From an optimization exercise on the open Yosys and OpenROAD flow, aimed at small area and a short achievable clock period; shortcuts taken in it are not production practice. For this run, only the layout was checked, not whether the RTL still works. Power and IR drop assume default switching activity.

<file path="flow/design.v">
module RGB_to_Gray(input CLK, input [7:0] R, input [7:0] G, input [7:0] B, input In_Valid, output reg [7:0] Gray, output reg Out_Valid);
    reg [7:0] r, g, b; reg v0;
    always @(posedge CLK) begin r <= R; g <= G; b <= B; v0 <= In_Valid; end
    wire w8 = ({r[7], r[6], r[5], r[4], r[3], r[2], r[1], r[0]} >= 8'd2);
    wire w9 = ({r[7], r[6], r[5], r[4], r[3], r[2], r[1], r[0]} >= 8'd4);
    wire w10 = ({r[7], r[6], r[5], r[4], r[3], r[2], r[1], r[0]} >= 8'd7);
    wire w11 = ({r[7], r[6], r[5], r[4], r[3], r[2], r[1], r[0]} >= 8'd14);
    wire w12 = ({r[7], r[6], r[5], r[4], r[3], r[2], r[1], r[0]} >= 8'd27);
    wire w13 = ({r[7], r[6], r[5], r[4], r[3], r[2], r[1], r[0]} >= 8'd54);
    wire w14 = ({r[7], r[6], r[5], r[4], r[3], r[2], r[1], r[0]} >= 8'd108);
    wire w15 = ({r[7], r[6], r[5], r[4], r[3], r[2], r[1], r[0]} >= 8'd215);
    wire w24 = ({g[7], g[6], g[5], g[4], g[3], g[2], g[1], g[0]} >= 8'd2);
    wire w25 = ({g[7], g[6], g[5], g[4], g[3], g[2], g[1], g[0]} >= 8'd4);
    wire w26 = ({g[7], g[6], g[5], g[4], g[3], g[2], g[1], g[0]} >= 8'd7);
    wire w27 = ({g[7], g[6], g[5], g[4], g[3], g[2], g[1], g[0]} >= 8'd14);
    wire w28 = ({g[7], g[6], g[5], g[4], g[3], g[2], g[1], g[0]} >= 8'd28);
    wire w29 = ({g[7], g[6], g[5], g[4], g[3], g[2], g[1], g[0]} >= 8'd55);
    wire w30 = ({g[7], g[6], g[5], g[4], g[3], g[2], g[1], g[0]} >= 8'd110);
    wire w31 = ({g[7], g[6], g[5], g[4], g[3], g[2], g[1], g[0]} >= 8'd219);
    wire w41 = ({b[7], b[6], b[5], b[4], b[3], b[2], b[1], b[0]} >= 8'd3);
    wire w42 = ({b[7], b[6], b[5], b[4], b[3], b[2], b[1], b[0]} >= 8'd5);
    wire w43 = ({b[7], b[6], b[5], b[4], b[3], b[2], b[1], b[0]} >= 8'd9);
    wire w44 = ({b[7], b[6], b[5], b[4], b[3], b[2], b[1], b[0]} >= 8'd18);
    wire w45 = ({b[7], b[6], b[5], b[4], b[3], b[2], b[1], b[0]} >= 8'd36);
    wire w46 = ({b[7], b[6], b[5], b[4], b[3], b[2], b[1], b[0]} >= 8'd71);
    wire w47 = ({b[7], b[6], b[5], b[4], b[3], b[2], b[1], b[0]} >= 8'd141);
    wire w48_0, w48_1; ha u48 (r[2], r[1], w48_0, w48_1);
    wire w49_0, w49_1; fa u49 (r[3], r[2], r[1], w49_0, w49_1);
    wire w50_0, w50_1; fa u50 (r[4], r[3], r[2], w50_0, w50_1);
    wire w51_0, w51_1; fa u51 (r[5], r[4], r[3], w51_0, w51_1);
    wire w52_0, w52_1; fa u52 (r[6], r[5], r[4], w52_0, w52_1);
    wire w53_0, w53_1; fa u53 (r[7], r[6], r[5], w53_0, w53_1);
    wire w54_0, w54_1; ha u54 (r[1], r[0], w54_0, w54_1);
    wire w55_0, w55_1; fa u55 (r[0], w48_0, w11, w55_0, w55_1);
    wire w56_0, w56_1; fa u56 (w48_1, w12, w49_0, w56_0, w56_1);
    wire w57_0, w57_1; fa u57 (w49_1, w13, w50_0, w57_0, w57_1);
    wire w58_0, w58_1; fa u58 (w50_1, w14, w51_0, w58_0, w58_1);
    wire w59_0, w59_1; fa u59 (w51_1, w15, w52_0, w59_0, w59_1);
    wire w60_0, w60_1; fa u60 (r[0], w52_1, w53_0, w60_0, w60_1);
    wire w61_0, w61_1; ha u61 (r[0], w9, w61_0, w61_1);
    wire w62_0, w62_1; ha u62 (w54_0, w10, w62_0, w62_1);
    wire w63_0, w63_1; ha u63 (w54_1, w55_0, w63_0, w63_1);
    wire w64_0, w64_1; ha u64 (w55_1, w56_0, w64_0, w64_1);
    wire w65_0, w65_1; ha u65 (w56_1, w57_0, w65_0, w65_1);
    wire w66_0, w66_1; ha u66 (w57_1, w58_0, w66_0, w66_1);
    wire w67_0, w67_1; ha u67 (w58_1, w59_0, w67_0, w67_1);
    wire w68_0, w68_1; ha u68 (w59_1, w60_0, w68_0, w68_1);
    wire w69 = w62_1 | (w62_0 & w61_1);
    wire w70 = w63_1 | (w63_0 & w69);
    wire w71 = w64_1 | (w64_0 & w70);
    wire w72 = w65_1 | (w65_0 & w71);
    wire w73 = w66_1 | (w66_0 & w72);
    wire w74 = w67_1 | (w67_0 & w73);
    wire w75 = w68_1 | (w68_0 & w74);
    wire w76; xr u76 (w62_0, w61_1, w76);
    wire w77; xr u77 (w63_0, w69, w77);
    wire w78; xr u78 (w64_0, w70, w78);
    wire w79; xr u79 (w65_0, w71, w79);
    wire w80; xr u80 (w66_0, w72, w80);
    wire w81; xr u81 (w67_0, w73, w81);
    wire w82; xr u82 (w68_0, w74, w82);
    wire w83_0, w83_1; ha u83 (g[4], g[0], w83_0, w83_1);
    wire w84_0, w84_1; fa u84 (g[5], g[1], w31, w84_0, w84_1);
    wire w85_0, w85_1; fa u85 (g[6], g[2], g[0], w85_0, w85_1);
    wire w86_0, w86_1; ha u86 (g[0], w26, w86_0, w86_1);
    wire w87_0, w87_1; ha u87 (g[1], w27, w87_0, w87_1);
    wire w88_0, w88_1; ha u88 (g[2], w28, w88_0, w88_1);
    wire w89_0, w89_1; ha u89 (g[3], w29, w89_0, w89_1);
    wire w90_0, w90_1; ha u90 (w83_0, w30, w90_0, w90_1);
    wire w91_0, w91_1; ha u91 (w83_1, w84_0, w91_0, w91_1);
    wire w92_0, w92_1; ha u92 (w84_1, w85_0, w92_0, w92_1);
    wire w93 = w87_1 | (w87_0 & w86_1);
    wire w94 = w88_1 | (w88_0 & w93);
    wire w95 = w89_1 | (w89_0 & w94);
    wire w96 = w90_1 | (w90_0 & w95);
    wire w97 = w91_1 | (w91_0 & w96);
    wire w98 = w92_1 | (w92_0 & w97);
    wire w99; xr u99 (w87_0, w86_1, w99);
    wire w100; xr u100 (w88_0, w93, w100);
    wire w101; xr u101 (w89_0, w94, w101);
    wire w102; xr u102 (w90_0, w95, w102);
    wire w103; xr u103 (w91_0, w96, w103);
    wire w104; xr u104 (w92_0, w97, w104);
    wire w105 = ~w8;
    wire w106 = w61_0 & w105;
    wire w107 = ~w24;
    wire w108 = w25 & w107;
    wire w109 = ~w9;
    wire w110 = w76 & w109;
    wire w111 = ~w25;
    wire w112 = w86_0 & w111;
    wire w113 = ~w10;
    wire w114 = w77 & w113;
    wire w115 = ~w26;
    wire w116 = w99 & w115;
    wire w117 = ~w11;
    wire w118 = w78 & w117;
    wire w119 = ~w27;
    wire w120 = w100 & w119;
    wire w121 = ~w12;
    wire w122 = w79 & w121;
    wire w123 = ~w28;
    wire w124 = w101 & w123;
    wire w125 = ~w13;
    wire w126 = w80 & w125;
    wire w127 = ~w29;
    wire w128 = w102 & w127;
    wire w129 = ~w14;
    wire w130 = w81 & w129;
    wire w131 = ~w30;
    wire w132 = w103 & w131;
    wire w133 = ~w15;
    wire w134 = w82 & w133;
    wire w135 = ~w31;
    wire w136 = w104 & w135;
    wire w137_0, w137_1; ha u137 (r[7], r[6], w137_0, w137_1);
    wire w138_0, w138_1; fa u138 (r[7], r[2], r[0], w138_0, w138_1);
    wire w139_0, w139_1; fa u139 (g[7], g[3], g[1], w139_0, w139_1);
    wire w140_0, w140_1; fa u140 (r[3], r[1], r[0], w140_0, w140_1);
    wire w141_0, w141_1; fa u141 (r[4], r[2], r[1], w141_0, w141_1);
    wire w142_0, w142_1; fa u142 (r[5], r[3], r[2], w142_0, w142_1);
    wire w143_0, w143_1; ha u143 (r[0], g[6], w143_0, w143_1);
    wire w144_0, w144_1; fa u144 (r[6], r[4], r[3], w144_0, w144_1);
    wire w145_0, w145_1; fa u145 (r[1], g[7], g[5], w145_0, w145_1);
    wire w146_0, w146_1; fa u146 (r[7], r[5], r[4], w146_0, w146_1);
    wire w147_0, w147_1; ha u147 (r[2], g[6], w147_0, w147_1);
    wire w148_0, w148_1; fa u148 (r[6], r[5], r[3], w148_0, w148_1);
    wire w149_0, w149_1; ha u149 (g[7], g[6], w149_0, w149_1);
    wire w150_0, w150_1; fa u150 (r[7], r[6], r[4], w150_0, w150_1);
    wire w151_0, w151_1; ha u151 (r[0], g[7], w151_0, w151_1);
    wire w152_0, w152_1; ha u152 (r[7], r[5], w152_0, w152_1);
    wire w153_0, w153_1; ha u153 (r[5], r[2], w153_0, w153_1);
    wire w154_0, w154_1; fa u154 (r[6], r[3], r[2], w154_0, w154_1);
    wire w155_0, w155_1; fa u155 (r[7], r[4], r[3], w155_0, w155_1);
    wire w156_0, w156_1; fa u156 (r[5], r[4], r[1], w156_0, w156_1);
    wire w157_0, w157_1; fa u157 (r[6], r[5], r[2], w157_0, w157_1);
    wire w158_0, w158_1; ha u158 (r[7], r[6], w158_0, w158_1);
    wire w159_0, w159_1; fa u159 (r[1], w137_0, w53_1, w159_0, w159_1);
    wire w160_0, w160_1; fa u160 (g[0], w137_1, w85_1, w160_0, w160_1);
    wire w161_0, w161_1; ha u161 (w138_0, w139_0, w161_0, w161_1);
    wire w162_0, w162_1; fa u162 (g[4], g[2], g[1], w162_0, w162_1);
    wire w163_0, w163_1; fa u163 (w138_1, w139_1, w140_0, w163_0, w163_1);
    wire w164_0, w164_1; fa u164 (g[5], g[3], g[2], w164_0, w164_1);
    wire w165_0, w165_1; fa u165 (g[0], w140_1, w141_0, w165_0, w165_1);
    wire w166_0, w166_1; fa u166 (g[4], g[3], g[1], w166_0, w166_1);
    wire w167_0, w167_1; fa u167 (w143_0, w141_1, w142_0, w167_0, w167_1);
    wire w168_0, w168_1; fa u168 (g[4], g[2], w143_1, w168_0, w168_1);
    wire w169_0, w169_1; fa u169 (w142_1, w144_0, w145_0, w169_0, w169_1);
    wire w170_0, w170_1; fa u170 (g[5], g[3], w147_0, w170_0, w170_1);
    wire w171_0, w171_1; fa u171 (w144_1, w145_1, w146_0, w171_0, w171_1);
    wire w172_0, w172_1; fa u172 (g[4], g[0], w147_1, w172_0, w172_1);
    wire w173_0, w173_1; fa u173 (w149_0, w146_1, w148_0, w173_0, w173_1);
    wire w174_0, w174_1; fa u174 (g[5], g[1], w149_1, w174_0, w174_1);
    wire w175_0, w175_1; fa u175 (w151_0, w148_1, w150_0, w175_0, w175_1);
    wire w176_0, w176_1; fa u176 (r[1], g[6], g[2], w176_0, w176_1);
    wire w177_0, w177_1; fa u177 (w151_1, w152_0, w150_1, w177_0, w177_1);
    wire w178_0, w178_1; fa u178 (r[6], r[2], g[7], w178_0, w178_1);
    wire w179_0, w179_1; fa u179 (g[3], g[0], w152_1, w179_0, w179_1);
    wire w180_0, w180_1; fa u180 (r[7], r[3], r[0], w180_0, w180_1);
    wire w181_0, w181_1; fa u181 (g[4], g[1], g[0], w181_0, w181_1);
    wire w182_0, w182_1; fa u182 (r[4], r[1], r[0], w182_0, w182_1);
    wire w183_0, w183_1; fa u183 (g[5], g[2], g[1], w183_0, w183_1);
    wire w184_0, w184_1; fa u184 (r[1], g[6], g[3], w184_0, w184_1);
    wire w185_0, w185_1; fa u185 (g[2], g[0], w153_0, w185_0, w185_1);
    wire w186_0, w186_1; fa u186 (g[7], g[4], g[3], w186_0, w186_1);
    wire w187_0, w187_1; fa u187 (g[1], w153_1, w154_0, w187_0, w187_1);
    wire w188_0, w188_1; fa u188 (r[0], g[5], g[4], w188_0, w188_1);
    wire w189_0, w189_1; fa u189 (g[2], w154_1, w155_0, w189_0, w189_1);
    wire w190_0, w190_1; fa u190 (g[6], g[5], g[3], w190_0, w190_1);
    wire w191_0, w191_1; fa u191 (g[0], w155_1, w156_0, w191_0, w191_1);
    wire w192_0, w192_1; fa u192 (g[7], g[6], g[4], w192_0, w192_1);
    wire w193_0, w193_1; fa u193 (g[1], w156_1, w157_0, w193_0, w193_1);
    wire w194_0, w194_1; fa u194 (r[3], g[7], g[5], w194_0, w194_1);
    wire w195_0, w195_1; fa u195 (g[2], w158_0, w157_1, w195_0, w195_1);
    wire w196_0, w196_1; fa u196 (r[7], r[4], g[6], w196_0, w196_1);
    wire w197_0, w197_1; ha u197 (g[3], w158_1, w197_0, w197_1);
    wire w198_0, w198_1; ha u198 (r[5], g[7], w198_0, w198_1);
    wire w199_0, w199_1; ha u199 (w159_0, w60_1, w199_0, w199_1);
    wire w200_0, w200_1; fa u200 (w159_1, w161_0, w160_0, w200_0, w200_1);
    wire w201_0, w201_1; fa u201 (w162_0, w161_1, w160_1, w201_0, w201_1);
    wire w202_0, w202_1; fa u202 (w162_1, w164_0, w163_1, w202_0, w202_1);
    wire w203_0, w203_1; fa u203 (w164_1, w166_0, w165_1, w203_0, w203_1);
    wire w204_0, w204_1; fa u204 (w166_1, w168_0, w167_1, w204_0, w204_1);
    wire w205_0, w205_1; fa u205 (w168_1, w170_0, w169_1, w205_0, w205_1);
    wire w206_0, w206_1; fa u206 (w170_1, w172_0, w171_1, w206_0, w206_1);
    wire w207_0, w207_1; fa u207 (w172_1, w174_0, w173_1, w207_0, w207_1);
    wire w208_0, w208_1; fa u208 (w176_0, w174_1, w175_1, w208_0, w208_1);
    wire w209_0, w209_1; fa u209 (w176_1, w178_0, w179_0, w209_0, w209_1);
    wire w210_0, w210_1; fa u210 (w178_1, w180_0, w181_0, w210_0, w210_1);
    wire w211_0, w211_1; fa u211 (w180_1, w181_1, w182_0, w211_0, w211_1);
    wire w212_0, w212_1; fa u212 (w182_1, w183_1, w184_0, w212_0, w212_1);
    wire w213_0, w213_1; fa u213 (w184_1, w186_0, w185_1, w213_0, w213_1);
    wire w214_0, w214_1; fa u214 (w186_1, w188_0, w187_1, w214_0, w214_1);
    wire w215_0, w215_1; fa u215 (w188_1, w190_0, w189_1, w215_0, w215_1);
    wire w216_0, w216_1; fa u216 (w190_1, w192_0, w191_1, w216_0, w216_1);
    wire w217_0, w217_1; fa u217 (w192_1, w194_0, w193_1, w217_0, w217_1);
    wire w218_0, w218_1; fa u218 (w194_1, w196_0, w197_0, w218_0, w218_1);
    wire w219_0, w219_1; fa u219 (g[4], w198_0, w196_1, w219_0, w219_1);
    wire w220_0, w220_1; ha u220 (r[6], g[5], w220_0, w220_1);
    wire w221_0, w221_1; ha u221 (w199_0, w136, w221_0, w221_1);
    wire w222_0, w222_1; fa u222 (w199_1, w200_0, w98, w222_0, w222_1);
    wire w223_0, w223_1; fa u223 (w163_0, w200_1, w201_0, w223_0, w223_1);
    wire w224_0, w224_1; fa u224 (w165_0, w201_1, w202_0, w224_0, w224_1);
    wire w225_0, w225_1; fa u225 (w167_0, w202_1, w203_0, w225_0, w225_1);
    wire w226_0, w226_1; fa u226 (w169_0, w203_1, w204_0, w226_0, w226_1);
    wire w227_0, w227_1; fa u227 (w171_0, w204_1, w205_0, w227_0, w227_1);
    wire w228_0, w228_1; fa u228 (w173_0, w205_1, w206_0, w228_0, w228_1);
    wire w229_0, w229_1; fa u229 (w175_0, w206_1, w207_0, w229_0, w229_1);
    wire w230_0, w230_1; fa u230 (w177_0, w207_1, w208_0, w230_0, w230_1);
    wire w231_0, w231_1; fa u231 (w177_1, w209_0, w208_1, w231_0, w231_1);
    wire w232_0, w232_1; fa u232 (w179_1, w210_0, w209_1, w232_0, w232_1);
    wire w233_0, w233_1; fa u233 (w183_0, w210_1, w211_0, w233_0, w233_1);
    wire w234_0, w234_1; fa u234 (w185_0, w211_1, w212_0, w234_0, w234_1);
    wire w235_0, w235_1; fa u235 (w212_1, w187_0, w213_0, w235_0, w235_1);
    wire w236_0, w236_1; fa u236 (w189_0, w213_1, w214_0, w236_0, w236_1);
    wire w237_0, w237_1; fa u237 (w191_0, w214_1, w215_0, w237_0, w237_1);
    wire w238_0, w238_1; fa u238 (w193_0, w215_1, w216_0, w238_0, w238_1);
    wire w239_0, w239_1; fa u239 (w195_0, w216_1, w217_0, w239_0, w239_1);
    wire w240_0, w240_1; fa u240 (w195_1, w218_0, w217_1, w240_0, w240_1);
    wire w241_0, w241_1; fa u241 (w197_1, w219_0, w218_1, w241_0, w241_1);
    wire w242_0, w242_1; fa u242 (w198_1, w220_0, w219_1, w242_0, w242_1);
    wire w243_0, w243_1; fa u243 (r[7], g[6], w220_1, w243_0, w243_1);
    wire w245 = w231_1 & w232_0;
    wire w246 = w232_1 | w233_0;
    wire w247 = w232_1 & w233_0;
    wire w248 = w233_1 | w234_0;
    wire w249 = w233_1 & w234_0;
    wire w250 = w234_1 | w235_0;
    wire w251 = w234_1 & w235_0;
    wire w252 = w235_1 | w236_0;
    wire w253 = w235_1 & w236_0;
    wire w254 = w236_1 | w237_0;
    wire w255 = w236_1 & w237_0;
    wire w256 = w237_1 | w238_0;
    wire w257 = w237_1 & w238_0;
    wire w258 = w238_1 | w239_0;
    wire w259 = w238_1 & w239_0;
    wire w260 = w239_1 | w240_0;
    wire w261 = w239_1 & w240_0;
    wire w262 = w240_1 | w241_0;
    wire w263 = w240_1 & w241_0;
    wire w264 = w241_1 | w242_0;
    wire w265 = w241_1 & w242_0;
    wire w266 = w242_1 | w243_0;
    wire w267 = w242_1 & w243_0;
    wire w268 = w243_1 | g[7];
    wire w269 = w243_1 & g[7];
    wire w270 = w247 | (w246 & w245);
    wire w272 = w251 | (w250 & w249);
    wire w273 = w250 & w248;
    wire w274 = w255 | (w254 & w253);
    wire w275 = w254 & w252;
    wire w276 = w259 | (w258 & w257);
    wire w277 = w258 & w256;
    wire w278 = w263 | (w262 & w261);
    wire w279 = w262 & w260;
    wire w280 = w267 | (w266 & w265);
    wire w281 = w266 & w264;
    wire w284 = w272 | (w273 & w270);
    wire w286 = w257 | (w256 & w274);
    wire w287 = w256 & w275;
    wire w288 = w276 | (w277 & w274);
    wire w289 = w277 & w275;
    wire w290 = w265 | (w264 & w278);
    wire w291 = w264 & w279;
    wire w292 = w280 | (w281 & w278);
    wire w293 = w281 & w279;
    wire w294 = w253 | (w252 & w284);
    wire w296 = w274 | (w275 & w284);
    wire w298 = w286 | (w287 & w284);
    wire w300 = w288 | (w289 & w284);
    wire w302 = w269 | (w268 & w292);
    wire w303 = w268 & w293;
    wire w304 = w261 | (w260 & w300);
    wire w306 = w278 | (w279 & w300);
    wire w308 = w290 | (w291 & w300);
    wire w310 = w292 | (w293 & w300);
    wire w312 = w302 | (w303 & w300);
    wire w314 = |{w236_1, w237_1, w238_1, w239_1, w240_1, w241_1, w242_1, w243_1, w237_0, w238_0, w239_0, w240_0, w241_0, w242_0, w243_0, g[7], w294};
    wire w315 = |{w237_1, w238_1, w239_1, w240_1, w241_1, w242_1, w243_1, w238_0, w239_0, w240_0, w241_0, w242_0, w243_0, g[7], w296};
    wire w316 = |{w238_1, w239_1, w240_1, w241_1, w242_1, w243_1, w239_0, w240_0, w241_0, w242_0, w243_0, g[7], w298};
    wire w317 = |{p239_1_1, p240_1_1, p241_1_1, p242_1_1, p243_1_1, p240_0_1, p241_0_1, p242_0_1, p243_0_1, p23_0_1, p300_0_1};
    wire w318 = |{p240_1_1, p241_1_1, p242_1_1, p243_1_1, p241_0_1, p242_0_1, p243_0_1, p23_0_1, p304_0_1};
    wire w319 = |{p241_1_1, p242_1_1, p243_1_1, p242_0_1, p243_0_1, p23_0_1, p306_0_1};
    wire w320 = |{p242_1_1, p243_1_1, p243_0_1, p23_0_1, p308_0_1};
    wire w321 = |{p243_1_1, p23_0_1, p310_0_1};
    wire w322 = |{p312_0_1};
    wire w323 = ~b[0];
    wire w324 = ~b[1];
    wire w325 = ~b[2];
    wire w326 = ~b[3];
    wire w327 = ~b[4];
    wire w328 = ~b[5];
    wire w329 = ~b[6];
    wire w330 = ~b[7];
    wire w331_0, w331_1; fa u331 (b[6], b[4], b[2], w331_0, w331_1);
    wire w332_0, w332_1; ha u332 (b[7], b[5], w332_0, w332_1);
    wire w333_0, w333_1; ha u333 (b[6], b[4], w333_0, w333_1);
    wire w334_0, w334_1; ha u334 (b[7], b[5], w334_0, w334_1);
    wire w335_0, w335_1; ha u335 (b[4], b[2], w335_0, w335_1);
    wire w336_0, w336_1; fa u336 (b[5], b[3], b[1], w336_0, w336_1);
    wire w337_0, w337_1; fa u337 (w323, w47, w331_0, w337_0, w337_1);
    wire w338_0, w338_1; fa u338 (b[3], w324, w332_0, w338_0, w338_1);
    wire w339_0, w339_1; fa u339 (b[0], w325, w332_1, w339_0, w339_1);
    wire w340_0, w340_1; fa u340 (b[1], w326, w333_1, w340_0, w340_1);
    wire w341_0, w341_1; fa u341 (b[6], b[2], w327, w341_0, w341_1);
    wire w342_0, w342_1; ha u342 (b[2], b[0], w342_0, w342_1);
    wire w343_0, w343_1; fa u343 (b[3], b[1], w44, w343_0, w343_1);
    wire w344_0, w344_1; fa u344 (b[0], w335_0, w45, w344_0, w344_1);
    wire w345_0, w345_1; fa u345 (w335_1, w46, w336_0, w345_0, w345_1);
    wire w346; xn u346 (w336_1, w337_0, w346);
    wire w347 = w336_1 | w337_0;
    wire w348_0, w348_1; fa u348 (w331_1, w338_0, w337_1, w348_0, w348_1);
    wire w349_0, w349_1; fa u349 (w333_0, w338_1, w339_0, w349_0, w349_1);
    wire w350_0, w350_1; fa u350 (w334_0, w339_1, w340_0, w350_0, w350_1);
    wire w351_0, w351_1; fa u351 (w334_1, w341_0, w340_1, w351_0, w351_1);
    wire w352_0, w352_1; ha u352 (b[0], w41, w352_0, w352_1);
    wire w353_0, w353_1; ha u353 (b[1], w42, w353_0, w353_1);
    wire w354_0, w354_1; ha u354 (w342_0, w43, w354_0, w354_1);
    wire w355_0, w355_1; ha u355 (w342_1, w343_0, w355_0, w355_1);
    wire w356_0, w356_1; ha u356 (w343_1, w344_0, w356_0, w356_1);
    wire w357_0, w357_1; ha u357 (w344_1, w345_0, w357_0, w357_1);
    wire w358_0, w358_1; ha u358 (w345_1, w346, w358_0, w358_1);
    wire w359_0, w359_1; ha u359 (w347, w348_0, w359_0, w359_1);
    wire w360_0, w360_1; ha u360 (w348_1, w349_0, w360_0, w360_1);
    wire w361_0, w361_1; ha u361 (w349_1, w350_0, w361_0, w361_1);
    wire w362_0, w362_1; ha u362 (w350_1, w351_0, w362_0, w362_1);
    wire w363 = w353_1 | (w353_0 & w352_1);
    wire w364 = w354_1 | (w354_0 & w363);
    wire w365 = w355_1 | (w355_0 & w364);
    wire w366 = w356_1 | (w356_0 & w365);
    wire w367 = w357_1 | (w357_0 & w366);
    wire w368 = w358_1 | (w358_0 & w367);
    wire w369 = w359_1 | (w359_0 & w368);
    wire w370 = w360_1 | (w360_0 & w369);
    wire w371 = w361_1 | (w361_0 & w370);
    wire w372 = w362_1 | (w362_0 & w371);
    wire w374; xr u374 (w354_0, w363, w374);
    wire w375; xr u375 (w355_0, w364, w375);
    wire w376; xr u376 (w356_0, w365, w376);
    wire w377; xr u377 (w357_0, w366, w377);
    wire w378; xr u378 (w358_0, w367, w378);
    wire w379; xr u379 (w359_0, w368, w379);
    wire w380; xr u380 (w360_0, w369, w380);
    wire w381; xr u381 (w361_0, w370, w381);
    wire w382; xr u382 (w362_0, w371, w382);
    wire w383 = ~w42;
    wire w384 = w374 & w383;
    wire w385 = w384 & w314;
    wire w386 = ~p385_0_1;
    wire w387 = ~w43;
    wire w388 = w375 & w387;
    wire w389 = w388 & w315;
    wire w390 = ~p389_0_1;
    wire w391 = ~w44;
    wire w392 = w376 & w391;
    wire w393 = p392_0_1 & p316_0_1;
    wire w394 = ~w393;
    wire w395 = ~w45;
    wire w396 = w377 & w395;
    wire w397 = p396_0_1 & w317;
    wire w398 = ~w397;
    wire w399 = ~w46;
    wire w400 = w378 & w399;
    wire w401 = p400_0_1 & w318;
    wire w402 = ~w401;
    wire w403 = ~w47;
    wire w404 = w379 & w403;
    wire w405 = p404_0_1 & w319;
    wire w406 = ~w405;
    wire w407 = p380_0_1 & w320;
    wire w408 = ~w407;
    wire w409 = p381_0_1 & w321;
    wire w410 = ~w409;
    wire w411 = p382_0_1 & w322;
    wire w412 = ~w411;
    wire w413_0, w413_1; fa u413 (b[7], b[3], w328, w413_0, w413_1);
    wire w414_0, w414_1; ha u414 (w323, w341_1, w414_0, w414_1);
    wire w415_0, w415_1; ha u415 (b[4], w329, w415_0, w415_1);
    wire w416_0, w416_1; ha u416 (b[7], b[5], w416_0, w416_1);
    wire w417_0, w417_1; ha u417 (b[6], b[1], w417_0, w417_1);
    wire w418_0, w418_1; ha u418 (b[7], b[2], w418_0, w418_1);
    wire w419_0, w419_1; fa u419 (w413_0, w414_0, w351_1, w419_0, w419_1);
    wire w420_0, w420_1; fa u420 (w324, w415_0, w413_1, w420_0, w420_1);
    wire w421_0, w421_1; ha u421 (w414_1, w223_0, w421_0, w421_1);
    wire w422_0, w422_1; fa u422 (b[5], w330, w325, w422_0, w422_1);
    wire w423_0, w423_1; fa u423 (w415_1, w223_1, w224_0, w423_0, w423_1);
    wire w424_0, w424_1; fa u424 (b[6], w326, w224_1, w424_0, w424_1);
    wire w425 = ~w225_0;
    wire w426_0, w426_1; fa u426 (b[7], w327, w323, w426_0, w426_1);
    wire w427_0, w427_1; ha u427 (w225_1, w226_0, w427_0, w427_1);
    wire w428_0, w428_1; fa u428 (w328, w324, w226_1, w428_0, w428_1);
    wire w429_0, w429_1; fa u429 (b[0], w329, w325, w429_0, w429_1);
    wire w430_0, w430_1; fa u430 (b[1], w330, w326, w430_0, w430_1);
    wire w431_0, w431_1; fa u431 (b[2], b[0], w327, w431_0, w431_1);
    wire w432_0, w432_1; ha u432 (w229_1, w230_0, w432_0, w432_1);
    wire w433_0, w433_1; fa u433 (b[3], b[1], w328, w433_0, w433_1);
    wire w434; xn u434 (w230_1, w231_0, w434);
    wire w435 = w230_1 | w231_0;
    wire w436_0, w436_1; fa u436 (b[4], b[2], w329, w436_0, w436_1);
    wire w437_0, w437_1; fa u437 (w323, w232_0, w231_1, w437_0, w437_1);
    wire w438_0, w438_1; fa u438 (b[5], b[3], w330, w438_0, w438_1);
    wire w439_0, w439_1; fa u439 (w324, w233_0, w232_1, w439_0, w439_1);
    wire w440_0, w440_1; fa u440 (b[6], b[4], w325, w440_0, w440_1);
    wire w441; xn u441 (w233_1, w234_0, w441);
    wire w442 = w233_1 | w234_0;
    wire w443_0, w443_1; fa u443 (b[0], w326, w416_0, w443_0, w443_1);
    wire w444; xn u444 (w234_1, w235_0, w444);
    wire w445 = w234_1 | w235_0;
    wire w446_0, w446_1; fa u446 (w327, w416_1, w417_0, w446_0, w446_1);
    wire w447; xn u447 (w235_1, w236_0, w447);
    wire w448 = w235_1 | w236_0;
    wire w449_0, w449_1; fa u449 (w328, w417_1, w418_0, w449_0, w449_1);
    wire w450; xn u450 (w236_1, w237_0, w450);
    wire w451 = w236_1 | w237_0;
    wire w452_0, w452_1; fa u452 (b[3], w329, w418_1, w452_0, w452_1);
    wire w453; xn u453 (w237_1, w238_0, w453);
    wire w454 = w237_1 | w238_0;
    wire w455_0, w455_1; fa u455 (b[4], w330, w238_1, w455_0, w455_1);
    wire w456 = ~w239_0;
    wire w457_0, w457_1; ha u457 (b[5], w239_1, w457_0, w457_1);
    wire w458_0, w458_1; ha u458 (p38_0_1, p241_0_1, w458_0, w458_1);
    wire w459_0, w459_1; ha u459 (p39_0_1, p242_0_1, w459_0, w459_1);
    wire w460_0, w460_1; ha u460 (w106, w384, w460_0, w460_1);
    wire w461_0, w461_1; fa u461 (w108, w110, w388, w461_0, w461_1);
    wire w462_0, w462_1; fa u462 (p112_0_1, p114_0_1, p392_0_1, w462_0, w462_1);
    wire w463_0, w463_1; fa u463 (w116, w118, w396, w463_0, w463_1);
    wire w464_0, w464_1; fa u464 (w120, w122, w400, w464_0, w464_1);
    wire w465_0, w465_1; fa u465 (w124, w126, w404, w465_0, w465_1);
    wire w466_0, w466_1; fa u466 (w128, w130, w380, w466_0, w466_1);
    wire w467_0, w467_1; fa u467 (p132_0_1, p134_0_1, p381_0_1, w467_0, w467_1);
    wire w468_0, w468_1; fa u468 (w221_0, w75, w382, w468_0, w468_1);
    wire w469_0, w469_1; fa u469 (w419_0, w221_1, w222_0, w469_0, w469_1);
    wire w470_0, w470_1; fa u470 (w420_0, w419_1, w421_0, w470_0, w470_1);
    wire w471_0, w471_1; fa u471 (w422_0, w420_1, w421_1, w471_0, w471_1);
    wire w472_0, w472_1; fa u472 (w422_1, w425, w423_1, w472_0, w472_1);
    wire w473_0, w473_1; fa u473 (w426_0, w225_0, w424_1, w473_0, w473_1);
    wire w474_0, w474_1; fa u474 (w426_1, w227_0, w427_1, w474_0, w474_1);
    wire w475_0, w475_1; fa u475 (w429_0, w227_1, w228_0, w475_0, w475_1);
    wire w476_0, w476_1; fa u476 (w429_1, w430_0, w228_1, w476_0, w476_1);
    wire w477_0, w477_1; fa u477 (w430_1, w431_0, w432_0, w477_0, w477_1);
    wire w478_0, w478_1; fa u478 (w431_1, w433_0, w434, w478_0, w478_1);
    wire w479_0, w479_1; fa u479 (w433_1, w436_0, w435, w479_0, w479_1);
    wire w480_0, w480_1; fa u480 (w436_1, w438_0, w439_0, w480_0, w480_1);
    wire w481_0, w481_1; fa u481 (w438_1, w440_0, w441, w481_0, w481_1);
    wire w482_0, w482_1; fa u482 (w440_1, w443_0, w442, w482_0, w482_1);
    wire w483_0, w483_1; fa u483 (w443_1, w446_0, w445, w483_0, w483_1);
    wire w484_0, w484_1; fa u484 (w446_1, w449_0, w448, w484_0, w484_1);
    wire w485_0, w485_1; fa u485 (w449_1, w452_0, w451, w485_0, w485_1);
    wire w486_0, w486_1; fa u486 (w452_1, w456, w454, w486_0, w486_1);
    wire w487_0, w487_1; fa u487 (w240_0, w239_0, w457_0, w487_0, w487_1);
    wire w488_0, w488_1; fa u488 (p240_1_1, w458_0, p457_1_1, w488_0, w488_1);
    wire w489_0, w489_1; fa u489 (p241_1_1, w459_0, w458_1, w489_0, w489_1);
    wire w490_0, w490_1; fa u490 (p243_0_1, p242_1_1, w459_1, w490_0, w490_1);
    wire w491_0, w491_1; ha u491 (p23_0_1, p243_1_1, w491_0, w491_1);
    wire w492_0, w492_1; ha u492 (p460_0_1, w386, w492_0, w492_1);
    wire w493_0, w493_1; fa u493 (p460_1_1, p461_0_1, w390, w493_0, w493_1);
    wire w494_0, w494_1; fa u494 (p461_1_1, w462_0, w394, w494_0, w494_1);
    wire w495_0, w495_1; fa u495 (w462_1, p463_0_1, w398, w495_0, w495_1);
    wire w496_0, w496_1; fa u496 (p463_1_1, p464_0_1, w402, w496_0, w496_1);
    wire w497_0, w497_1; fa u497 (p464_1_1, p465_0_1, w406, w497_0, w497_1);
    wire w498_0, w498_1; fa u498 (p465_1_1, p466_0_1, w408, w498_0, w498_1);
    wire w499_0, w499_1; fa u499 (p466_1_1, w467_0, w410, w499_0, w499_1);
    wire w500_0, w500_1; fa u500 (w467_1, p468_0_1, w412, w500_0, w500_1);
    wire w501_0, w501_1; fa u501 (p372_0_1, p469_0_1, p468_1_1, w501_0, w501_1);
    wire w502_0, w502_1; fa u502 (p222_1_1, p470_0_1, p469_1_1, w502_0, w502_1);
    wire w503_0, w503_1; fa u503 (w423_0, w470_1, w471_0, w503_0, w503_1);
    wire w504_0, w504_1; fa u504 (p424_0_1, p471_1_1, p472_0_1, w504_0, w504_1);
    wire w505_0, w505_1; fa u505 (w427_0, w472_1, w473_0, w505_0, w505_1);
    wire w506_0, w506_1; fa u506 (w428_0, w473_1, w474_0, w506_0, w506_1);
    wire w507_0, w507_1; fa u507 (w428_1, w475_0, w474_1, w507_0, w507_1);
    wire w508_0, w508_1; fa u508 (w229_0, w475_1, w476_0, w508_0, w508_1);
    wire w509; xn u509 (w476_1, w477_0, w509);
    wire w510 = w476_1 | w477_0;
    wire w511_0, w511_1; fa u511 (w432_1, w478_0, w477_1, w511_0, w511_1);
    wire w512_0, w512_1; fa u512 (w437_0, w478_1, w479_0, w512_0, w512_1);
    wire w513_0, w513_1; fa u513 (w437_1, w479_1, w480_0, w513_0, w513_1);
    wire w514_0, w514_1; fa u514 (w439_1, w481_0, w480_1, w514_0, w514_1);
    wire w515_0, w515_1; fa u515 (w444, w481_1, w482_0, w515_0, w515_1);
    wire w516_0, w516_1; fa u516 (w482_1, w447, w483_0, w516_0, w516_1);
    wire w517_0, w517_1; fa u517 (w450, w483_1, w484_0, w517_0, w517_1);
    wire w518_0, w518_1; fa u518 (w453, w484_1, w485_0, w518_0, w518_1);
    wire w519_0, w519_1; fa u519 (w455_0, w485_1, w486_0, w519_0, w519_1);
    wire w520_0, w520_1; fa u520 (w455_1, w486_1, w487_0, w520_0, w520_1);
    wire w521; xn u521 (p487_1_1, w488_0, w521);
    wire w522 = p487_1_1 | w488_0;
    wire w523; xn u523 (w489_0, w488_1, w523);
    wire w524 = w489_0 | w488_1;
    wire w525; xn u525 (w490_0, w489_1, w525);
    wire w526 = w490_0 | w489_1;
    wire w527; xn u527 (w491_0, w490_1, w527);
    wire w528 = w491_0 | w490_1;
    wire w529 = ~w491_1;
    wire w530 = w492_1 | w493_0;
    wire w531 = w492_1 & w493_0;
    wire w532 = w493_1 | w494_0;
    wire w533 = w493_1 & w494_0;
    wire w534 = w494_1 | w495_0;
    wire w535 = w494_1 & w495_0;
    wire w536 = w495_1 | w496_0;
    wire w537 = w495_1 & w496_0;
    wire w538 = w496_1 | w497_0;
    wire w539 = w496_1 & w497_0;
    wire w540 = w497_1 | w498_0;
    wire w541 = w497_1 & w498_0;
    wire w542 = w498_1 | w499_0;
    wire w543 = w498_1 & w499_0;
    wire w544 = w499_1 | w500_0;
    wire w545 = w499_1 & w500_0;
    wire w546 = w500_1 | w501_0;
    wire w547 = w500_1 & w501_0;
    wire w548 = w501_1 | w502_0;
    wire w549 = w501_1 & w502_0;
    wire w550 = w502_1 | p503_0_1;
    wire w551 = w502_1 & p503_0_1;
    wire w552 = p503_1_1 | w504_0;
    wire w553 = p503_1_1 & w504_0;
    wire w554 = w504_1 | p505_0_1;
    wire w555 = w504_1 & p505_0_1;
    wire w556 = p505_1_1 | p506_0_1;
    wire w557 = p505_1_1 & p506_0_1;
    wire w558 = p506_1_1 | p507_0_1;
    wire w559 = p506_1_1 & p507_0_1;
    wire w560 = w507_1 | w508_0;
    wire w561 = w507_1 & w508_0;
    wire w562 = w508_1 | w509;
    wire w563 = w508_1 & w509;
    wire w564 = p510_0_1 | p511_0_1;
    wire w565 = p510_0_1 & p511_0_1;
    wire w566 = p511_1_1 | p512_0_1;
    wire w567 = p511_1_1 & p512_0_1;
    wire w568 = w512_1 | w513_0;
    wire w569 = w512_1 & w513_0;
    wire w570 = p513_1_1 | p514_0_1;
    wire w571 = p513_1_1 & p514_0_1;
    wire w572 = w514_1 | w515_0;
    wire w573 = w514_1 & w515_0;
    wire w574 = w515_1 | w516_0;
    wire w575 = w515_1 & w516_0;
    wire w576 = w516_1 | w517_0;
    wire w577 = w516_1 & w517_0;
    wire w578_0, w578_1; ha u578 (p517_1_1, p518_0_1, w578_0, w578_1);
    wire w579_0, w579_1; ha u579 (p518_1_1, p519_0_1, w579_0, w579_1);
    wire w580_0, w580_1; ha u580 (p519_1_1, p520_0_1, w580_0, w580_1);
    wire w581_0, w581_1; ha u581 (p520_1_1, w521, w581_0, w581_1);
    wire w582_0, w582_1; ha u582 (w522, w523, w582_0, w582_1);
    wire w583_0, w583_1; ha u583 (w524, w525, w583_0, w583_1);
    wire w584_0, w584_1; ha u584 (w526, w527, w584_0, w584_1);
    wire w585_0, w585_1; ha u585 (w528, w529, w585_0, w585_1);
    wire w586 = p577_0_1 | (p576_0_1 & p575_0_1);
    wire w587 = p576_0_1 & p574_0_1;
    wire w588 = p573_0_1 | (p572_0_1 & w571);
    wire w589 = p572_0_1 & w570;
    wire w590 = w586 | (w587 & w588);
    wire w591 = w587 & w589;
    wire w592 = p569_0_1 | (p568_0_1 & w567);
    wire w593 = p568_0_1 & w566;
    wire w594 = w592 | (w593 & w565);
    wire w595 = w593 & w564;
    wire w596 = w590 | (w591 & w594);
    wire w597 = w591 & w595;
    wire w598 = w563 | (w562 & w561);
    wire w599 = p562_0_1 & p560_0_1;
    wire w600 = p598_0_1 | (w599 & w559);
    wire w601 = w599 & w558;
    wire w602 = w557 | (w556 & w555);
    wire w603 = w556 & w554;
    wire w604 = w602 | (w603 & w553);
    wire w605 = w603 & w552;
    wire w606 = w600 | (w601 & w604);
    wire w607 = w601 & w605;
    wire w608 = w596 | (w597 & w606);
    wire w609 = w597 & w607;
    wire w610 = w551 | (w550 & w549);
    wire w611 = w550 & w548;
    wire w612 = w610 | (w611 & w547);
    wire w613 = w611 & w546;
    wire w614 = w545 | (w544 & w543);
    wire w615 = w544 & w542;
    wire w616 = w614 | (w615 & w541);
    wire w617 = w615 & w540;
    wire w618 = w612 | (w613 & w616);
    wire w619 = w613 & w617;
    wire w620 = w539 | (w538 & w537);
    wire w621 = w538 & w536;
    wire w622 = w620 | (w621 & w535);
    wire w623 = w621 & w534;
    wire w624 = w533 | (w532 & w531);
    wire w625 = w532 & w530;
    wire w626 = w624 | (w625 & w492_0);
    wire w627 = w622 | (w623 & w626);
    wire w629 = w618 | (w619 & w627);
    wire w631 = w608 | (w609 & w629);
    wire w633 = w579_1 | (w579_0 & w578_1);
    wire w634 = w579_0 & w578_0;
    wire w635 = w581_1 | (w581_0 & w580_1);
    wire w636 = w581_0 & w580_0;
    wire w637 = w583_1 | (w583_0 & w582_1);
    wire w638 = w583_0 & w582_0;
    wire w641 = w580_1 | (w580_0 & w633);
    wire w642 = w580_0 & w634;
    wire w643 = w635 | (w636 & w633);
    wire w644 = w636 & w634;
    wire w645 = w584_1 | (w584_0 & w637);
    wire w646 = w584_0 & w638;
    wire w649 = w582_1 | (w582_0 & w643);
    wire w650 = w582_0 & w644;
    wire w651 = w637 | (w638 & w643);
    wire w652 = w638 & w644;
    wire w653 = w645 | (w646 & w643);
    wire w654 = w646 & w644;
    wire w657 = w578_1 | (w578_0 & w631);
    wire w658 = w633 | (w634 & w631);
    wire w659 = w641 | (w642 & w631);
    wire w660 = w643 | (w644 & w631);
    wire w661 = w649 | (w650 & w631);
    wire w662 = w651 | (w652 & w631);
    wire w663 = w653 | (w654 & w631);
    wire w665; xr u665 (w578_0, w631, w665);
    wire w666; xr u666 (w579_0, w657, w666);
    wire w667; xr u667 (w580_0, w658, w667);
    wire w668; xr u668 (w581_0, w659, w668);
    wire w669; xr u669 (w582_0, w660, w669);
    wire w670; xr u670 (w583_0, w661, w670);
    wire w671; xr u671 (w584_0, w662, w671);
    wire w672; xr u672 (w585_0, w663, w672);
    reg p23_0_1;
    reg p38_0_1;
    reg p39_0_1;
    reg p239_1_1;
    reg p240_0_1;
    reg p240_1_1;
    reg p241_0_1;
    reg p241_1_1;
    reg p242_0_1;
    reg p242_1_1;
    reg p243_0_1;
    reg p243_1_1;
    reg p300_0_1;
    reg p304_0_1;
    reg p306_0_1;
    reg p308_0_1;
    reg p310_0_1;
    reg p312_0_1;
    reg p385_0_1;
    reg p389_0_1;
    reg p392_0_1;
    reg p316_0_1;
    reg p396_0_1;
    reg p400_0_1;
    reg p404_0_1;
    reg p380_0_1;
    reg p381_0_1;
    reg p382_0_1;
    reg p112_0_1;
    reg p114_0_1;
    reg p132_0_1;
    reg p134_0_1;
    reg p457_1_1;
    reg p460_0_1;
    reg p460_1_1;
    reg p461_0_1;
    reg p461_1_1;
    reg p463_0_1;
    reg p463_1_1;
    reg p464_0_1;
    reg p464_1_1;
    reg p465_0_1;
    reg p465_1_1;
    reg p466_0_1;
    reg p466_1_1;
    reg p468_0_1;
    reg p372_0_1;
    reg p469_0_1;
    reg p468_1_1;
    reg p222_1_1;
    reg p470_0_1;
    reg p469_1_1;
    reg p424_0_1;
    reg p471_1_1;
    reg p472_0_1;
    reg p487_1_1;
    reg p503_0_1;
    reg p503_1_1;
    reg p505_0_1;
    reg p505_1_1;
    reg p506_0_1;
    reg p506_1_1;
    reg p507_0_1;
    reg p510_0_1;
    reg p511_0_1;
    reg p511_1_1;
    reg p512_0_1;
    reg p513_1_1;
    reg p514_0_1;
    reg p517_1_1;
    reg p518_0_1;
    reg p518_1_1;
    reg p519_0_1;
    reg p519_1_1;
    reg p520_0_1;
    reg p520_1_1;
    reg p577_0_1;
    reg p576_0_1;
    reg p575_0_1;
    reg p574_0_1;
    reg p573_0_1;
    reg p572_0_1;
    reg p569_0_1;
    reg p568_0_1;
    reg p562_0_1;
    reg p560_0_1;
    reg p598_0_1;
    always @(posedge CLK) begin
        p23_0_1 <= g[7];
        p38_0_1 <= b[6];
        p39_0_1 <= b[7];
        p239_1_1 <= w239_1;
        p240_0_1 <= w240_0;
        p240_1_1 <= w240_1;
        p241_0_1 <= w241_0;
        p241_1_1 <= w241_1;
        p242_0_1 <= w242_0;
        p242_1_1 <= w242_1;
        p243_0_1 <= w243_0;
        p243_1_1 <= w243_1;
        p300_0_1 <= w300;
        p304_0_1 <= w304;
        p306_0_1 <= w306;
        p308_0_1 <= w308;
        p310_0_1 <= w310;
        p312_0_1 <= w312;
        p385_0_1 <= w385;
        p389_0_1 <= w389;
        p392_0_1 <= w392;
        p316_0_1 <= w316;
        p396_0_1 <= w396;
        p400_0_1 <= w400;
        p404_0_1 <= w404;
        p380_0_1 <= w380;
        p381_0_1 <= w381;
        p382_0_1 <= w382;
        p112_0_1 <= w112;
        p114_0_1 <= w114;
        p132_0_1 <= w132;
        p134_0_1 <= w134;
        p457_1_1 <= w457_1;
        p460_0_1 <= w460_0;
        p460_1_1 <= w460_1;
        p461_0_1 <= w461_0;
        p461_1_1 <= w461_1;
        p463_0_1 <= w463_0;
        p463_1_1 <= w463_1;
        p464_0_1 <= w464_0;
        p464_1_1 <= w464_1;
        p465_0_1 <= w465_0;
        p465_1_1 <= w465_1;
        p466_0_1 <= w466_0;
        p466_1_1 <= w466_1;
        p468_0_1 <= w468_0;
        p372_0_1 <= w372;
        p469_0_1 <= w469_0;
        p468_1_1 <= w468_1;
        p222_1_1 <= w222_1;
        p470_0_1 <= w470_0;
        p469_1_1 <= w469_1;
        p424_0_1 <= w424_0;
        p471_1_1 <= w471_1;
        p472_0_1 <= w472_0;
        p487_1_1 <= w487_1;
        p503_0_1 <= w503_0;
        p503_1_1 <= w503_1;
        p505_0_1 <= w505_0;
        p505_1_1 <= w505_1;
        p506_0_1 <= w506_0;
        p506_1_1 <= w506_1;
        p507_0_1 <= w507_0;
        p510_0_1 <= w510;
        p511_0_1 <= w511_0;
        p511_1_1 <= w511_1;
        p512_0_1 <= w512_0;
        p513_1_1 <= w513_1;
        p514_0_1 <= w514_0;
        p517_1_1 <= w517_1;
        p518_0_1 <= w518_0;
        p518_1_1 <= w518_1;
        p519_0_1 <= w519_0;
        p519_1_1 <= w519_1;
        p520_0_1 <= w520_0;
        p520_1_1 <= w520_1;
        p577_0_1 <= w577;
        p576_0_1 <= w576;
        p575_0_1 <= w575;
        p574_0_1 <= w574;
        p573_0_1 <= w573;
        p572_0_1 <= w572;
        p569_0_1 <= w569;
        p568_0_1 <= w568;
        p562_0_1 <= w562;
        p560_0_1 <= w560;
        p598_0_1 <= w598;
    end
    reg v1; always @(posedge CLK) v1 <= v0;
    always @(posedge CLK) begin Gray <= {w672, w671, w670, w669, w668, w667, w666, w665}; Out_Valid <= v1; end
endmodule
module fa(input a, input b, input c, output s, output co);
    assign s = a ^ b ^ c;
    assign co = (a & b) | (a & c) | (b & c);
endmodule
module ha(input a, input b, output s, output co);
    assign s = a ^ b;
    assign co = a & b;
endmodule
module xr(input a, input b, output y);
    assign y = a ^ b;
endmodule
module xn(input a, input b, output y);
    assign y = ~(a ^ b);
endmodule
module ao(input g1, input p1, input g0, output y);
    assign y = g1 | (p1 & g0);
endmodule
module an2(input a, input b, output y);
    assign y = a & b;
endmodule
module or2(input a, input b, output y);
    assign y = a | b;
endmodule
</file>
<file path="flow/flow/run.sh">
#!/bin/bash
set -euo pipefail
export SETUP_SLACK_MARGIN=11.95
export CTS_ARGS="-sink_clustering_enable -repair_clock_nets -dont_use_dummy_load -buf_list sky130_fd_sc_hd__clkbuf_8"
export BUFFER_PORTS_ARGS="-buffer_cell sky130_fd_sc_hd__buf_2"
bash standard.sh synth > synth.log 2>&1
bash standard.sh > layout.log 2>&1
</file>
<file path="flow/standard.sh">
#!/bin/bash
# synth_recipe.tcl (not shown) runs the flow's synth.tcl, then flattens the netlist and writes it again
# the make line also repeats each setting of config.mk as NAME=value (left out here)
make -C /OpenROAD-flow-scripts/flow DESIGN_CONFIG=/design/flow/config.mk WORK_HOME=/design/flow/orfs CLKGATE_MAP_FILE= SYNTH_SCRIPT=/design/flow/synth_recipe.tcl "${@:-finish}"
</file>
<file path="flow/config.mk">
export PLATFORM = sky130hd
export DESIGN_NAME = RGB_to_Gray
export DESIGN_NICKNAME = RGB_to_Gray
export VERILOG_FILES = /design/flow/design.v
export SDC_FILE = /design/flow/constraint.sdc
export NUM_CORES = 8
export LEC_CHECK = 0
export CAP_MARGIN = 20
export CORE_MARGIN = 2
export CORE_UTILIZATION = 60
export CTS_BUF_LIST = sky130_fd_sc_hd__clkbuf_8
export PLACE_DENSITY = 0.75
export SLEW_MARGIN = 20
export SYNTH_HIERARCHICAL = 1
export SYNTH_MINIMUM_KEEP_SIZE = 0
</file>
<file path="flow/constraint.sdc">
create_clock -name core_clock -period 16.0 [get_ports {CLK}]
set_input_delay 3.2000 -clock core_clock [delete_from_list [all_inputs] [get_ports {CLK}]]
set_output_delay 3.2000 -clock core_clock [all_outputs]
set_load 0.01 [all_outputs]
</file>
==> impl_results.md <==
- Highest metal used: met4
- Worst Reg-to-Reg Cells: 13
- CP Data Arrival Time: 4520 ps
- CP Data Required Time: 16310 ps
- Starting density of the core: 61.3%
- Largest area contributor in the netlist: fa_1
- Unique masters post-synth: 53
- DIE AREA: 16500 sq um
- Antenna-violating nets left: 0
- Hold path depth: 0
- Num rows: 45
- RSZ-0062 raised after global routing: yes
- Layout fillers: 1075
- GRT Overall Usage: 28.2%
- CP Cell Sequence: buf_4 > fa_1 > fa_1 > fa_1 > fa_2 > inv_1 > a2bb2o_1 > o31ai_4 > and3_4 > o41ai_4 > a41oi_2 > o221ai_2 > nand3_1
- Synth warn: 7
- Mapped cell area: 9320 sq um
- Routed WL: 21500 um
- Antenna diodes: 0
- Initial drt markers: 498
- Seq. cell area: 2520 sq um
- DR WL met3: 1600 um
- Synth Area per Inst: 13.0 sq um
- Hold Path Class: flip-flop to flip-flop
- Post-synth ARST share: 0%
- GP Congestion: 0.916
- Vias in the first global route: 6607
- Post-synth EDFFs: 0
- Final slew viol count: 0
- DRC violations left: 0
- Die W: 129 um
- Vias per inst: 6.00
- Area Overhead vs Synth: 14.2%
- Final Hold Vio Count: 0
- PortBufs: 34
- Leakage: 4.49 nW
- H-tree levels: 4
- Gr ovfl total: 0
- Peak supply drop: 0.0865 mV
- Routed length on met2: 10400 um
- Area of the multi-input gates: 7020 sq um
- Mapped Cells: 715
- Setup_tns: 0 ps
- Pin slew with the least headroom to its limit: 631 ps
- Cell mode on critical path: fa_1
- CTS hold repair buffers: 0
- Int Power: 1.13 mW
- TritonCTS clock tree: built
- Finished Core Util: 70.0%
- Crit Path Category: flip-flop to flip-flop
- Pwr dens: 185 nW/um^2
- Clk Latency, worst-skew pair: 440 ps
- Period utilisation layout: 26.3%
- Post-Syn Nets: 1009
- Switch share: 42.9%
- Clock share of power: 10.0%
- Outcome: complete, no violations
- Detailed Routing Iterations Pass 1: 5
- Clock Skew: 30.4 ps
- Total CTS buffers: 17
- Tightest hold margin: 330 ps
- CTS clk-pin slew, worst paths: 70 ps
- Slew HR: 57.9%
- Via count: 5962
- I/O pin count: 35
- Reg power frac: 24.4%
- Antenna violations before repair: 0
- Switch Pwr: 0.846 mW
- Critical Path Sink Type: flip-flop
- First-pass GRT wire length: 34500 um
- CTS Sinks: 122
- Startpoint class of the critical path: flip-flop
- Post-synthesis sequential area ratio: 26.2%
- Metal-1 WL: 8890 um
- Crit path largest cell delay: 520 ps
- F_max: 238 MHz
- Max-cap violation count: 0
- Final #Nets: 1102
- Setup Viol. Count Final: 0
- Chip height: 129 um
- Share of cells above drive strength 1: 23.3%
- Min Tclk post-route: 4200 ps
- Wirelength per Cell: 21.6 um
- Post-synth top flop: dfxtp_1
- CP max stage cell: fa_1
- Core ar.: 15200 sq um
- CTS max path bufs: 2
- Final HPWL DP: 16300 um
- Worst Path Max Fanout: 7
- Largest net degree at the start of global routing: 20
- Dpl ws: 11430 ps
- Synth top area cells: fa_1 43%, dfxtp_1 26%, ha_1 9.4%, xor2_1 2.8%, a21o_1 2.3%
- Seq cells post-synth: 122
- Final WS setup: 11800 ps
- Combinational share of power: 65.5%
- Area fraction of the dominant cell type after synthesis: 42.5%
- Root Driver: clkbuf_8
-- through the flow --
stage	instance area, sq um	instances	power, mW
after global routing	10600	994	2.15
after detailed placement	9780	938	1.63
after global placement	9780	938	1.58
final	10600	994	1.97
after floorplan	9360	715	1.31
after CTS	10400	976	1.91
-- worst max-delay path, delay by kind of cell, from the launching register on --
family,cells,cell delay [ps]
AO/OA/AOI/OAI,5,1130
adder cells (fa/ha/maj),4,1940
buffers and inverters,2,300
flip-flops,1,390
AND/OR/NAND/NOR,2,300
-- worst paths after layout --
kind / endpoint / start / slack, ps
min reg2reg: v1 / v0 / 330
min: v1 / v0 / 330
max: p312_0_1 / r[6] / 11800
max reg2reg: p312_0_1 / r[6] / 11800
-- metal layers --
| layer | vias up | global-route usage (%) |
|---|---|---|
| met5 | - | 0 |
| met4 | 0 | 10.5 |
| met3 | 46 | 8.69 |
| met2 | 234 | 45.4 |
| met1 | 3071 | 36.5 |
| li1 | 2611 | - |
-- kinds of logic after synthesis --
kind of cell	count (synthesis)	share of synthesized area [%]
compound gates	113	8.66
xor+xnor	42	3.95
fa+ha+maj	275	52.7
buf+inv	31	1.25
flops	122	26.2
other cells	1	0.0402
simple gates	131	7.24
-- Yosys stat by module (local to each module, per instance) --
module / cells / area [sq um] / copies in the design
RGB_to_Gray: 405 / 4110 / 1
fa: 1 / 20.0 / 198
ha: 1 / 12.5 / 70
xn: 1 / 8.76 / 12
xr: 1 / 8.76 / 30
-- layout by cell type, fill, tap and decap left out, types with 3 or more instances in the layout --
cell,count
a21o_1,29
a21oi_1,13
a22o_1,3
a31oi_1,6
and2_1,12
and3_1,10
and3_4,3
buf_2,32
buf_4,39
buf_6,5
clkbuf_8,17
clkinvlp_4,3
dfxtp_1,98
dfxtp_2,5
dfxtp_4,19
fa_1,184
fa_2,14
ha_1,70
inv_1,25
maj3_1,7
nand2_1,29
nand3_1,9
nor2_1,20
nor2b_1,4
nor3_1,7
o211ai_1,4
o21ai_0,12
o21ai_2,4
o31ai_1,4
or2_2,20
xnor2_1,12
xor2_1,29
-- what timing repair did --
item	in CTS	in global routing
resized for setup	62	34
endpoints found under the setup margin	33	25
pin swaps	21	22
setup buffers	21	18
-- registers in the layout (all words and copies together), names as in the netlist, 8 cells and up --
signal	count
Gray	8
b	8
g	8
r	8
-- cell usage after synthesis (2+ instances only) --
library cell,count
or3_1,3
o22a_1,2
and3_1,13
xor2_1,30
o211ai_1,4
xnor2_1,12
nor2_1,21
a21oi_1,15
o21ai_1,2
nand2b_1,2
inv_1,29
a211oi_1,2
maj3_1,7
nor3_1,8
a22o_1,3
dfxtp_1,122
or2_2,21
and2_1,13
o21ai_0,16
a2111oi_0,2
ha_1,70
a31oi_1,6
clkbuf_1,2
a21o_1,29
o2111ai_1,3
o21bai_1,4
fa_1,198
nand3_1,10
o221ai_1,3
nor4_1,3
a41oi_1,2
a21boi_0,2
nor2b_1,4
nand2_1,29
o31ai_1,5
-- power groups by stage --
stage | Sequential, mW | Clock [mW] | Combinational [mW]
6_report | 0.482 | 0.198 | 1.29
5_1_grt | 0.493 | 0.217 | 1.44
4_1_cts | 0.483 | 0.203 | 1.23
3_5_place_dp | 0.491 | 0 | 1.14
3_3_place_gp | 0.489 | 0 | 1.09
2_1_floorplan | 0.479 | 0 | 0.833
-- layout make-up --
cell class	count	share of cell area [%]
tap	188	2.21
timing repair buffer	76	4.78
inverter	29	1.15
multi-input combinational	562	66.0
sequential	122	23.7
clock buffer	17	2.20

## static timing again, ports no longer ideal
No port has a modelled driver above. Below, the same layout with a new extraction and two added sets of constraints. Step 1 (the two cells are an assumption about what drives the block):
set clk [get_ports {CLK}]
set_driving_cell -lib_cell sky130_fd_sc_hd__clkbuf_16 $clk
set_driving_cell -lib_cell sky130_fd_sc_hd__buf_2 [delete_from_list [all_inputs] $clk]
Step 2 times the ports against the registers' clock, not the clock port: input delays grow and output delays shrink by t, the midpoint of the rising clock arrivals with the driver on. Slacks: ideal ports / drivers / drivers and shift; pairs: ideal ports / drivers.
shift t [ns]: 0.463
setup WS [ns]: 11.798 / 11.798 / 11.798
worst data-port slew with drivers (ns): 0.03
After both steps setup and hold are still met in this run. For this run, drivers alone change the setup slack by 0.000 ns; drivers and shift together by 0.000 ns.
